Source: an optimization exercise on an open RTL-to-GDS flow (aim: small area). Production flows keep margins and buffers that such runs may drop. At most, simulation tests tie the RTL to the original design; equivalence was not proved.

==> module pipeline_top, before the edit <==
module pipeline_top(
    input         clk,
    input         reset,
    output [8:0]  imem_addr,
    input  [31:0] imem_rdata,
    output [7:0]  dmem_addr,
    input  [63:0] dmem_rdata,
    output [63:0] dmem_wdata,
    output        dmem_we
    );
    reg [8:0] pc;
    always @(posedge clk or posedge reset)
        if (reset) pc <= 9'd0;
        else       pc <= pc + 9'd1;
    assign imem_addr = pc;
    wire [3:0] f_op    = imem_rdata[31:28];
    wire       f_load  = (f_op == 4'b1010);
    wire       f_store = (f_op == 4'b1011);
    wire       f_wreg  = ~(f_store | (f_op == 4'b1111));
    wire [1:0] f_dst   = f_load ? imem_rdata[27:26] : imem_rdata[23:22];
    reg       d_store, d_wreg;
    reg       d_load;
    reg [1:0] d_ra, d_dst;
    reg [7:0] d_addr;
    always @(posedge clk or posedge reset)
        if (reset) begin
            d_store <= 1'b0;
            d_wreg  <= 1'b0;
        end else begin
            d_store <= f_store;
            d_wreg  <= f_wreg;
        end
    always @(posedge clk) begin
        d_load <= f_load;
        d_ra   <= imem_rdata[27:26];
        d_dst  <= f_dst;
        d_addr <= imem_rdata[21:14];
    end
    reg [63:0] r0, r1, r2, r3;
    reg [3:0]  valid;
    wire [3:0] rsel;
    assign rsel[0] = valid[0] & (d_ra == 2'd0);
    assign rsel[1] = valid[1] & (d_ra == 2'd1);
    assign rsel[2] = valid[2] & (d_ra == 2'd2);
    assign rsel[3] = valid[3] & (d_ra == 2'd3);
    wire [63:0] rdata = ({64{rsel[0]}} & r0) | ({64{rsel[1]}} & r1) |
                        ({64{rsel[2]}} & r2) | ({64{rsel[3]}} & r3);
    reg        e_store, e_wreg;
    reg        e_load;
    reg [1:0]  e_dst;
    reg [7:0]  e_addr;
    reg [63:0] e_val;
    always @(posedge clk or posedge reset)
        if (reset) begin
            e_store <= 1'b0;
            e_wreg  <= 1'b0;
        end else begin
            e_store <= d_store;
            e_wreg  <= d_wreg;
        end
    always @(posedge clk) begin
        e_load <= d_load;
        e_dst  <= d_dst;
        e_addr <= d_addr;
        e_val  <= rdata;
    end
    reg        m_store, m_wreg;
    reg        m_load;
    reg [1:0]  m_dst;
    reg [7:0]  m_addr;
    reg [63:0] m_val;
    always @(posedge clk or posedge reset)
        if (reset) begin
            m_store <= 1'b0;
            m_wreg  <= 1'b0;
        end else begin
            m_store <= e_store;
            m_wreg  <= e_wreg;
        end
    always @(posedge clk) begin
        m_load <= e_load;
        m_dst  <= e_dst;
        m_addr <= e_addr;
        m_val  <= e_val;
    end
    assign dmem_we    = m_store;
    assign dmem_addr  = m_addr;
    assign dmem_wdata = m_val;
    reg        w_wreg;
    reg [1:0]  w_dst;
    reg [63:0] w_val;
    always @(posedge clk or posedge reset)
        if (reset) w_wreg <= 1'b0;
        else       w_wreg <= m_wreg;
    always @(posedge clk) begin
        w_dst <= m_dst;
        w_val <= m_load ? dmem_rdata : m_val;
    end
    wire [3:0] we;
    assign we[0] = w_wreg & (w_dst == 2'd0);
    assign we[1] = w_wreg & (w_dst == 2'd1);
    assign we[2] = w_wreg & (w_dst == 2'd2);
    assign we[3] = w_wreg & (w_dst == 2'd3);
    always @(posedge clk or posedge reset)
        if (reset) valid <= 4'b0;
        else       valid <= valid | we;
    always @(posedge clk) begin
        if (we[0]) r0 <= w_val;
        if (we[1]) r1 <= w_val;
        if (we[2]) r2 <= w_val;
        if (we[3]) r3 <= w_val;
    end
endmodule
export LEC_CHECK = 0
export CAP_MARGIN = 20
export CORE_MARGIN = 2
export CORE_UTILIZATION = 40
export SLEW_MARGIN = 20
create_clock -name core_clock -period 5.0 [get_ports {clk}]
standard.sh (not shown) runs the stock make flow with config.mk's settings and CLKGATE_MAP_FILE= SYNTH_SCRIPT=/design/flow/synth_recipe.tcl, a recipe that flattens the netlist after the stock synthesis.
==> flow/flow/run.sh <==
#!/bin/bash
# Standard ORFS layout (standard.sh) with smaller port buffers and a tuned clock tree.
set -euo pipefail
bash standard.sh \
  BUFFER_PORTS_ARGS="-buffer_cell sky130_fd_sc_hd__buf_1" \
  CTS_ARGS="-sink_clustering_enable -repair_clock_nets -dont_use_dummy_load -buf_list sky130_fd_sc_hd__clkbuf_4 -sink_clustering_size 10 -sink_clustering_max_diameter 50"  \
  finish > standard_flow.log 2>&1
The first run finished clean.
Change:
==> flow/design.v (replaced) <==
`timescale 1ns / 1ps
module pipeline_top(
    input         clk,
    input         reset,
    output [8:0]  imem_addr,
    input  [31:0] imem_rdata,
    output [7:0]  dmem_addr,
    input  [63:0] dmem_rdata,
    output [63:0] dmem_wdata,
    output        dmem_we
    );
    reg [8:0] pc;
    always @(posedge clk or posedge reset)
        if (reset) pc <= 9'd0;
        else       pc <= pc + 9'd1;
    assign imem_addr = pc;
    wire [3:0] f_op    = imem_rdata[31:28];
    wire       f_load  = (f_op == 4'b1010);
    wire       f_store = (f_op == 4'b1011);
    wire       f_wreg  = ~(f_store | (f_op == 4'b1111));
    wire       f_mem   = f_load | f_store;
    wire [1:0] f_dst   = f_load ? imem_rdata[27:26] : imem_rdata[23:22];
    reg       d_mem, d_wreg;
    reg [1:0] d_ra, d_dst;
    reg [7:0] d_addr;
    always @(posedge clk or posedge reset)
        if (reset) begin
            d_mem  <= 1'b0;
            d_wreg <= 1'b0;
        end else begin
            d_mem  <= f_mem;
            d_wreg <= f_wreg;
        end
    always @(posedge clk) begin
        d_ra   <= imem_rdata[27:26];
        d_dst  <= f_dst;
        d_addr <= imem_rdata[21:14];
    end
    reg [63:0] r0, r1, r2, r3;
    reg [3:0]  valid;
    wire [3:0] rsel;
    assign rsel[0] = valid[0] & (d_ra == 2'd0);
    assign rsel[1] = valid[1] & (d_ra == 2'd1);
    assign rsel[2] = valid[2] & (d_ra == 2'd2);
    assign rsel[3] = valid[3] & (d_ra == 2'd3);
    wire [63:0] p01 = ~(({64{~rsel[0]}} | r0) & ({64{~rsel[1]}} | r1));
    wire [63:0] p23 = ~(({64{~rsel[2]}} | r2) & ({64{~rsel[3]}} | r3));
    wire [63:0] rdata = p01 | p23;
    reg        e_mem, e_wreg;
    reg [1:0]  e_dst;
    reg [7:0]  e_addr;
    reg [63:0] e_val;
    always @(posedge clk or posedge reset)
        if (reset) begin
            e_mem  <= 1'b0;
            e_wreg <= 1'b0;
        end else begin
            e_mem  <= d_mem;
            e_wreg <= d_wreg;
        end
    always @(posedge clk) begin
        e_dst  <= d_dst;
        e_addr <= d_addr;
        e_val  <= rdata;
    end
    reg        m_mem, m_wreg;
    reg [1:0]  m_dst;
    reg [7:0]  m_addr;
    reg [63:0] m_val;
    always @(posedge clk or posedge reset)
        if (reset) begin
            m_mem  <= 1'b0;
            m_wreg <= 1'b0;
        end else begin
            m_mem  <= e_mem;
            m_wreg <= e_wreg;
        end
    always @(posedge clk) begin
        m_dst  <= e_dst;
        m_addr <= e_addr;
        m_val  <= e_val;
    end
    wire   m_load     = m_mem & m_wreg;
    assign dmem_we    = m_mem & ~m_wreg;
    assign dmem_addr  = m_addr;
    assign dmem_wdata = m_val;
    reg        w_wreg;
    reg [1:0]  w_dst;
    reg [63:0] w_nval;    
    always @(posedge clk or posedge reset)
        if (reset) w_wreg <= 1'b0;
        else       w_wreg <= m_wreg;
    always @(posedge clk) begin
        w_dst <= m_dst;
        w_nval <= ~(m_load ? dmem_rdata : m_val);
    end
    wire [3:0] we;
    assign we[0] = w_wreg & (w_dst == 2'd0);
    assign we[1] = w_wreg & (w_dst == 2'd1);
    assign we[2] = w_wreg & (w_dst == 2'd2);
    assign we[3] = w_wreg & (w_dst == 2'd3);
    always @(posedge clk or posedge reset)
        if (reset) valid <= 4'b0;
        else       valid <= valid | we;
    always @(posedge clk) begin
        if (we[0]) r0 <= w_nval;
        if (we[1]) r1 <= w_nval;
        if (we[2]) r2 <= w_nval;
        if (we[3]) r3 <= w_nval;
    end
endmodule
=>
- cell area fell by 1.1%
- fmax fell by 3.8%
- wire length fell by 0.86%
- core utilization fell by 0.18 points
- final cell count hardly moves
- synthesized area fell by 0.98%
Function not checked in the first run of this note: the RTL went through the layout flow alone.

[what the ideal ports hide]
No port has a modelled driver above. Below, the same layouts with a new extraction and two added sets of constraints.
Step 1, drivers: a clkbuf_16 drives clk and a buf_2 each remaining input, both assumed.
Step 2 adds t to the input delays and takes it off the output delays; t is the mean of the earliest and latest rising clock arrival at the registers after step 1. Input paths then give back, and output paths get back, about the clock's delay inside the block.
a / b / c = ideal ports / drivers / drivers and shift; a / b = the first two.
run	shift t [ns]	setup slack, ns	hold WS [ns]	worst setup path at the end	worst slew at a driven data input, ns
the first run	0.807	2.480 / 2.480 / 2.480	0.301 / 0.285 / 0.301	register to register	0.04
the second run	0.779	2.380 / 2.337 / 2.725	0.302 / 0.291 / 0.302	register to register	0.05
After both steps setup and hold are still met in every run listed.
